This design comes from an exercise in tuning for small area and a short achievable clock period on the open sky130 flow, not from production work.
RTL that was checked went through simulation tests only; none was proved equivalent to the original.
Power and IR drop assume default switching activity.

## yuv422_to_rgb
module yuv422_to_rgb
(
    input       wire        clk     ,
    input       wire        cke     ,
    input       wire        yuv_hs  ,
    input       wire        yuv_vs  ,
    input       wire        yuv_de  ,
    input       wire [9 :0] yuv_y   ,
    input       wire [9 :0] yuv_c   ,
    output      wire        rgb_hs  ,
    output      wire        rgb_vs  ,
    output      wire        rgb_de  ,
    output      wire [23:0] rgb_dat
);
wire [7:0] y8 = yuv_y[9:2];
wire [7:0] c8 = yuv_c[9:2];
wire [7:0] y_cl = (y8[7:4] == 4'd0) ? 8'd16 : (y8 > 8'd235) ? 8'd235 : y8;
wire [7:0] c_cl = (c8[7:4] == 4'd0) ? 8'd16 : (c8[7:4] == 4'd15) ? 8'd239 : c8;
reg        cr;
reg  [7:0] s1_y, cbuf, s2_y, p_u, p_v;
reg [12:0] p_25u;      
reg  [6:0] t_l;  reg t_c;  reg [8:0] t_h;
reg  [9:0] p_l;  reg p_c;  reg [7:0] p_h;
reg  [5:0] m_l;  reg m_c;  reg [6:0] m_h;
reg  [6:0] b_l;  reg b_c;  reg [8:0] b_h;
reg  [9:0] r_h, g_h, b4_h;
reg  [2:0] r_c;  reg [3:0] g_c;  reg [1:0] b4_c;
reg  [7:0] s5_r, s5_g, s5_b, s6_r, s6_g, s6_b;
reg  [2:0] sy1, sy2, sy3, sy4, sy5, sy6;
wire [15:0] tyh;
assign tyh[0] = 16'h0000 >> s2_y[7:4];
assign tyh[1] = 16'h0000 >> s2_y[7:4];
assign tyh[2] = 16'h0000 >> s2_y[7:4];
assign tyh[3] = 16'h0000 >> s2_y[7:4];
assign tyh[4] = 16'haaaa >> s2_y[7:4];
assign tyh[5] = 16'hcccc >> s2_y[7:4];
assign tyh[6] = 16'h5a5a >> s2_y[7:4];
assign tyh[7] = 16'h936c >> s2_y[7:4];
assign tyh[8] = 16'hb6da >> s2_y[7:4];
assign tyh[9] = 16'hdb6c >> s2_y[7:4];
assign tyh[10] = 16'h1c70 >> s2_y[7:4];
assign tyh[11] = 16'hb52a >> s2_y[7:4];
assign tyh[12] = 16'h264c >> s2_y[7:4];
assign tyh[13] = 16'h3870 >> s2_y[7:4];
assign tyh[14] = 16'h3f80 >> s2_y[7:4];
assign tyh[15] = 16'hc000 >> s2_y[7:4];
wire [11:0] tyl;
assign tyl[0] = 16'haaaa >> s2_y[3:0];
  ...
==> flow/config.mk <==
export PLATFORM = sky130hd
export DESIGN_NAME = yuv422_to_rgb
export DESIGN_NICKNAME = yuv422_to_rgb
export VERILOG_FILES = /design/flow/design.v
export SDC_FILE = /design/flow/constraint.sdc
export NUM_CORES = 4
export LEC_CHECK = 0
export ABC_AREA = 1
export CAP_MARGIN = 20
export CORE_MARGIN = 2
export CORE_UTILIZATION = 40
export SETUP_SLACK_MARGIN = 1.7
export SLEW_MARGIN = 20
==> flow/constraint.sdc <==
create_clock -name core_clock -period 4.5 [get_ports {clk}]
set_input_delay 0.9000 -clock core_clock [delete_from_list [all_inputs] [get_ports {clk}]]
set_output_delay 0.9000 -clock core_clock [all_outputs]
set_load 0.01 [all_outputs]
standard.sh (not shown) runs the stock make flow with config.mk's settings and CLKGATE_MAP_FILE= SYNTH_SCRIPT=/design/flow/synth_recipe.tcl, a recipe that flattens the netlist after the stock synthesis.
==> flow/flow/run.sh <==
#!/bin/bash
# Standard ORFS layout (the standard.sh) with changes that do not touch the design:
#  - ports are buffered with buf_2 instead of the default delay-cell choice
#  - CTS: no dummy load cells, chosen clock buffers and sink cluster size
set -o pipefail
export BUFFER_PORTS_ARGS="-buffer_cell sky130_fd_sc_hd__buf_2"
export CTS_ARGS="-sink_clustering_enable -repair_clock_nets -dont_use_dummy_load -buf_list sky130_fd_sc_hd__clkbuf_8 -sink_clustering_size 16 -sink_clustering_max_diameter 100"
bash standard.sh > standard.log 2>&1
==> next run, changes <==
--- a/flow/design.v
+++ b/flow/design.v
@@ -9,28 +9,27 @@
     input       wire [9 :0] yuv_c   ,
     output      wire        rgb_hs  ,
     output      wire        rgb_vs  ,
     output      wire        rgb_de  ,
     output      wire [23:0] rgb_dat
 );
 wire [7:0] y8 = yuv_y[9:2];
 wire [7:0] c8 = yuv_c[9:2];
 wire [7:0] y_cl = (y8[7:4] == 4'd0) ? 8'd16 : (y8 > 8'd235) ? 8'd235 : y8;
 wire [7:0] c_cl = (c8[7:4] == 4'd0) ? 8'd16 : (c8[7:4] == 4'd15) ? 8'd239 : c8;
 reg        cr;
 reg  [7:0] s1_y, cbuf, s2_y, p_u, p_v;
-reg [12:0] p_25u;      
 reg  [6:0] t_l;  reg t_c;  reg [8:0] t_h;
 reg  [9:0] p_l;  reg p_c;  reg [7:0] p_h;
-reg  [5:0] m_l;  reg m_c;  reg [6:0] m_h;
+reg  [5:0] m_l;  reg [1:0] m_c;  reg [6:0] m_h;
 reg  [6:0] b_l;  reg b_c;  reg [8:0] b_h;
 reg  [9:0] r_h, g_h, b4_h;
 reg  [2:0] r_c;  reg [3:0] g_c;  reg [1:0] b4_c;
 reg  [7:0] s5_r, s5_g, s5_b, s6_r, s6_g, s6_b;
 reg  [2:0] sy1, sy2, sy3, sy4, sy5, sy6;
 wire [15:0] tyh;
 assign tyh[0] = 16'h0000 >> s2_y[7:4];
 assign tyh[1] = 16'h0000 >> s2_y[7:4];
 assign tyh[2] = 16'h0000 >> s2_y[7:4];
 assign tyh[3] = 16'h0000 >> s2_y[7:4];
 assign tyh[4] = 16'haaaa >> s2_y[7:4];
 assign tyh[5] = 16'hcccc >> s2_y[7:4];
@@ -86,61 +85,59 @@
 assign tpl[6] = 16'hb4b4 >> p_v[3:0];
 assign tpl[7] = 16'hc738 >> p_v[3:0];
 assign tpl[8] = 16'had6a >> p_v[3:0];
 assign tpl[9] = 16'h9ce6 >> p_v[3:0];
 assign tpl[10] = 16'hd6b4 >> p_v[3:0];
 assign tpl[11] = 16'he738 >> p_v[3:0];
 assign tpl[12] = 16'h07c0 >> p_v[3:0];
 assign tpl[13] = 16'hf800 >> p_v[3:0];
 wire [7:0]  t_lo = tyh[6:0] + tyl[6:0];
 wire [8:0]  t_hi = tyh[15:7] + tyl[11:7];
 wire [10:0] p_lo = tph[9:0] + tpl[9:0];
 wire [7:0]  p_hi = tph[17:10] + tpl[13:10];
-wire [12:0] u25  = {cbuf, 4'b0000} + {cbuf, 3'b000} + cbuf;
-wire [6:0]  m_lo = p_v[5:0] + p_25u[5:0];
-wire [6:0]  m_hi = p_v[7:6] + p_25u[12:6];
+wire [7:0]  m_lo = p_v[5:0] + p_u[5:0] + {p_u[2:0], 3'b000} + {p_u[1:0], 4'b0000};
+wire [6:0]  m_hi = p_v[7:6] + p_u[7:6] + p_u[7:3] + p_u[7:2];
 wire [7:0]  b_lo = {1'b0, p_u[7:2]} + {p_u[5:0], 1'b0} + 7'd16;
 wire [8:0]  b_hi = {p_u, 1'b0} + p_u[7:6] - 9'd21;
 wire [11:0] r_lo = {t_l, 2'b00} + p_l + {p_c, t_c, 9'd0};
 wire [9:0]  r_hi = t_h + {p_h, 1'b0};
-wire [13:0] g_lo = {t_l, 3'b000} + {4'b0000, ~p_l} + {~m_l, 4'b0000} + {t_c, 10'd0} + {~p_c, 10'd0} + {~m_c, 10'd0} + 14'd2129;
+wire [13:0] g_lo = {t_l, 3'b000} + {4'b0000, ~p_l} + {~m_l, 4'b0000} + {t_c, 10'd0} + {~p_c, 10'd0} + {~m_c, 10'd0} + 14'd81;
 wire [9:0]  ga = {1'b0, t_h};
 wire [9:0]  gb = {2'b00, ~p_h};
 wire [9:0]  gm = {3'b000, ~m_h};
 wire [9:0]  gs1 = ga ^ gb ^ gm;
 wire [9:0]  gc1 = {(ga[8:0] & gb[8:0]) | (ga[8:0] & gm[8:0]) | (gb[8:0] & gm[8:0]), 1'b0};
 wire [9:0]  gk = 10'd20;
 wire [9:0]  gs2 = gs1 ^ gc1 ^ gk;
 wire [9:0]  gc2 = {(gs1[8:0] & gc1[8:0]) | (gs1[8:0] & gk[8:0]) | (gc1[8:0] & gk[8:0]), 1'b0};
 wire [9:0]  g_hi = gs2 + gc2;
 wire [8:0]  b4_lo = t_l + b_l + {b_c, 7'd0} + {t_c, 7'd0};
 wire [9:0]  b4_hi = t_h + b_h;
 function [7:0] sat;
     input [9:0] z;
     sat = z[9] ? 8'd255 : (z[8] ? z[7:0] : 8'd0);
 endfunction
 always @(posedge clk) begin
     if (cke) begin
         cr   <= yuv_de & ~cr;
         s1_y <= y_cl;
         if (yuv_de & ~cr) cbuf <= c_cl;
         if (yuv_de &  cr) begin
             p_u <= cbuf;
             p_v <= c_cl;
-            p_25u <= u25;
         end
         s2_y <= s1_y;
         t_l <= t_lo[6:0];  t_c <= t_lo[7];   t_h <= t_hi;
         p_l <= p_lo[9:0];  p_c <= p_lo[10];  p_h <= p_hi;
-        m_l <= m_lo[5:0];  m_c <= m_lo[6]; m_h <= m_hi;
+        m_l <= m_lo[5:0];  m_c <= m_lo[7:6]; m_h <= m_hi;
         b_l <= b_lo[6:0];  b_c <= b_lo[7];   b_h <= b_hi;
         r_h  <= r_hi;   r_c  <= r_lo[11:9];
         g_h  <= g_hi;   g_c  <= g_lo[13:10];
         b4_h <= b4_hi;  b4_c <= b4_lo[8:7];
         s5_r <= sat(r_h + r_c);
         s5_g <= sat(g_h + g_c);
         s5_b <= sat(b4_h + b4_c);
         s6_r <= s5_r; s6_g <= s5_g; s6_b <= s5_b;
         sy1 <= {yuv_hs, yuv_vs, yuv_de};
         sy2 <= sy1; sy3 <= sy2; sy4 <= sy3; sy5 <= sy4; sy6 <= sy5;
     end
 end
The changed run finished clean.
Wire length is lower by about 4.4%.
Register-to-register slack loses 0.04 ns.
First-iteration DRC count is higher by about 27%.
Design area is lower by about 2%.
Synthesized cell count is lower by 4.4%.
Combinational power hardly moves.
Area after synthesis is lower by 3.1%.
Via count is lower by 2.4%.
Fmax is lower by about 1.6%.
Global-route usage hardly moves.
Utilization is higher by 0.45 points.
Worst setup slack loses 0.042 ns.
The RTL of the second run of this note was laid out without a check of its function.

## job 101
The RTL this note starts from:
==> flow/design.v <==
module yuv422_to_rgb
(
    input       wire        clk     ,
    input       wire        cke     ,
    input       wire        yuv_hs  ,
    input       wire        yuv_vs  ,
    input       wire        yuv_de  ,
    input       wire [9 :0] yuv_y   ,
    input       wire [9 :0] yuv_c   ,
    output      wire        rgb_hs  ,
    output      wire        rgb_vs  ,
    output      wire        rgb_de  ,
    output      wire [23:0] rgb_dat
);
wire [7:0] y8 = yuv_y[9:2];
wire [7:0] c8 = yuv_c[9:2];
wire [7:0] y_in = (y8 < 8'd16) ? 8'd0 : (y8 > 8'd235) ? 8'd219 : (y8 - 8'd16);
wire [7:0] c_cl = (c8 < 8'd16) ? 8'd16 : (c8 > 8'd239) ? 8'd239 : c8;
wire [7:0] c_in = {~c_cl[7], c_cl[6:0]};
reg        cr;
reg  [7:0] s1_y;
reg  [7:0] cbuf;
reg [14:0] s2_t, s3_t;
reg  [7:0] p_u, p_v;
reg signed [15:0] c_r, c_g, c_b;
reg  [2:0] sy1, sy2, sy3, sy4, sy5, sy6;
wire signed [8:0]  su = {p_u[7], p_u};
wire signed [8:0]  sv = {p_v[7], p_v};
wire signed [19:0] m_r = (sv<<<9)+(sv<<<8)+(sv<<<5)+(sv<<<4)+sv;
wire signed [19:0] m_g = -((sv<<<9)+(sv<<<8)+(sv<<<6)+sv) - ((su<<<8)+(su<<<7)+(su<<<4));
wire signed [19:0] m_b = (su<<<10)+(su<<<3)+su;
always @(posedge clk) begin
    if (cke) begin
        cr   <= yuv_de & ~cr;
        s1_y <= y_in;
        if (yuv_de & ~cr) cbuf <= c_in;
        if (yuv_de &  cr) begin
            p_u <= cbuf;
            p_v <= c_in;
        end
        s2_t <= {s1_y,7'b0} + {s1_y,4'b0} + {s1_y,2'b0} + s1_y;
        s3_t <= s2_t;
        c_r  <= m_r[17:2];
        c_g  <= m_g[18:3];
        c_b  <= m_b[17:2];
        sy1 <= {yuv_hs, yuv_vs, yuv_de};
        sy2 <= sy1; sy3 <= sy2; sy4 <= sy3; sy5 <= sy4; sy6 <= sy5;
    end
end
wire signed [16:0] t17 = {2'b00, s3_t};
wire signed [16:0] sum_r = t17 + c_r;
wire signed [16:0] sum_g = t17 + c_g;
wire signed [16:0] sum_b = t17 + c_b;
reg [9:0] s4_r, s4_g, s4_b;
reg [7:0] s5_r, s5_g, s5_b, s6_r, s6_g, s6_b;
function [7:0] sat;
    input [9:0] v;
    sat = v[9] ? 8'd0 : v[8] ? 8'd255 : v[7:0];
endfunction
always @(posedge clk) begin
    if (cke) begin
        s4_r <= sum_r[16:7];
        s4_g <= sum_g[16:7];
        s4_b <= sum_b[16:7];
        s5_r <= sat(s4_r); s5_g <= sat(s4_g); s5_b <= sat(s4_b);
        s6_r <= s5_r; s6_g <= s5_g; s6_b <= s5_b;
    end
end
assign {rgb_hs, rgb_vs, rgb_de} = sy6;
assign rgb_dat = {s6_r, s6_g, s6_b};
endmodule
make LEC_CHECK=0 CAP_MARGIN=20 CORE_MARGIN=2 CORE_UTILIZATION=40 SLEW_MARGIN=20 finish   # period 4.5 ns
run.sh (not shown) runs the stock make flow with config.mk's settings and CLKGATE_MAP_FILE= SYNTH_SCRIPT=/design/flow/synth_recipe.tcl, a recipe that flattens the netlist after the stock synthesis.
Stock flow here: none of the scripts above is used.
Job 101 completed end to end; final checks failed (setup timing).
Changes in job 102 relative to job 101:
==> flow/design.v <==
module yuv422_to_rgb
(
    input       wire        clk     ,
    input       wire        cke     ,
    input       wire        yuv_hs  ,
    input       wire        yuv_vs  ,
    input       wire        yuv_de  ,
    input       wire [9 :0] yuv_y   ,
    input       wire [9 :0] yuv_c   ,
    output      wire        rgb_hs  ,
    output      wire        rgb_vs  ,
    output      wire        rgb_de  ,
    output      wire [23:0] rgb_dat
);
wire [7:0] y8 = yuv_y[9:2];
wire [7:0] c8 = yuv_c[9:2];
wire [7:0] y_in = (y8 < 8'd16) ? 8'd0 : (y8 > 8'd235) ? 8'd219 : (y8 - 8'd16);
wire [7:0] c_cl = (c8 < 8'd16) ? 8'd16 : (c8 > 8'd239) ? 8'd239 : c8;
wire [7:0] c_in = {~c_cl[7], c_cl[6:0]};    
reg        cr;
reg  [7:0] s1_y;
reg  [7:0] cbuf;
reg [14:0] s2_t;
reg  [7:0] p_u, p_v;
reg  [2:0] sy1, sy2, sy3, sy4, sy5, sy6;
always @(posedge clk) begin
    if (cke) begin
        cr   <= yuv_de & ~cr;
        s1_y <= y_in;
        if (yuv_de & ~cr) cbuf <= c_in;
        if (yuv_de &  cr) begin
            p_u <= cbuf;
            p_v <= c_in;
        end
        s2_t <= s1_y * 8'd149;
        sy1 <= {yuv_hs, yuv_vs, yuv_de};
        sy2 <= sy1; sy3 <= sy2; sy4 <= sy3; sy5 <= sy4; sy6 <= sy5;
    end
end
wire signed [8:0]  su = {p_u[7], p_u};
wire signed [8:0]  sv = {p_v[7], p_v};
wire signed [20:0] t8 = {3'b000, s2_t, 3'b000};
wire signed [20:0] sum_r = t8 + 21'sd1634 * sv;
wire signed [20:0] sum_g = t8 - 21'sd833 * sv - 21'sd400 * su;
wire signed [20:0] sum_b = t8 + 21'sd2066 * su;
reg [9:0] s3_r, s3_g, s3_b;
reg [7:0] s4_r, s4_g, s4_b, s5_r, s5_g, s5_b, s6_r, s6_g, s6_b;
function [7:0] sat;
    input [9:0] v;
    sat = v[9] ? 8'd0 : v[8] ? 8'd255 : v[7:0];
endfunction
always @(posedge clk) begin
    if (cke) begin
        s3_r <= sum_r[19:10];
        s3_g <= sum_g[19:10];
        s3_b <= sum_b[19:10];
        s4_r <= sat(s3_r); s4_g <= sat(s3_g); s4_b <= sat(s3_b);
        s5_r <= s4_r; s5_g <= s4_g; s5_b <= s4_b;
        s6_r <= s5_r; s6_g <= s5_g; s6_b <= s5_b;
    end
end
assign {rgb_hs, rgb_vs, rgb_de} = sy6;
assign rgb_dat = {s6_r, s6_g, s6_b};
endmodule
--- outcome ---
- Die footprint of job 101 is on par with job 102.
- Job 101 → job 102: total non-filler cell area in the finished layout has increased, count of clock-net buffers in the final layout has decreased, via count has increased.
- Finished, but not clean: job 102, with setup timing.
- Job 101 and job 102 ended up with nearly the same area after synthesis.
- The run showing the smaller routed length on met2 is job 101.
No functional check of the RTL was part of any run of this note.

[separate check: timing with driven ports]
No port has a modelled driver above. Below, the same layouts with a new extraction and two added sets of constraints. Step 1 (the two cells are an assumption about what drives the block):
set clk [get_ports {clk}]
set_driving_cell -lib_cell sky130_fd_sc_hd__clkbuf_16 $clk
set_driving_cell -lib_cell sky130_fd_sc_hd__buf_2 [delete_from_list [all_inputs] $clk]
Step 2 also shifts input and output timing later by t, the mid clock arrival at the registers, as if the neighbouring blocks saw the same clock. a / b / c = no drivers / after step 1 / after step 2; a / b = the first two.
run | t (ns) | setup WS [ns] | worst hold slack (ns) | slew at the worst register clock pin (ns) | pins driven straight from the clock port
the first run of note 1 | 0.557 | 1.836 / 1.836 / 1.695 | 0.418 / 0.418 / 0.418 | 0.11 / 0.11 | 1
the second run of note 1 | 0.547 | 1.794 / 1.794 / 1.794 | 0.402 / 0.402 / 0.402 | 0.11 / 0.11 | 1
job 101 | 0.560 | -0.043 / -0.043 / -0.043 | 0.413 / 0.413 / 0.413 | 0.06 / 0.06 | 1
job 102 | 0.487 | -1.563 / -1.563 / -1.563 | 0.420 / 0.420 / 0.420 | 0.08 / 0.08 | 1
The setup slack of the first run of note 1, which loses most, moves by 0.000 ns with the drivers and by -0.141 ns with both steps.
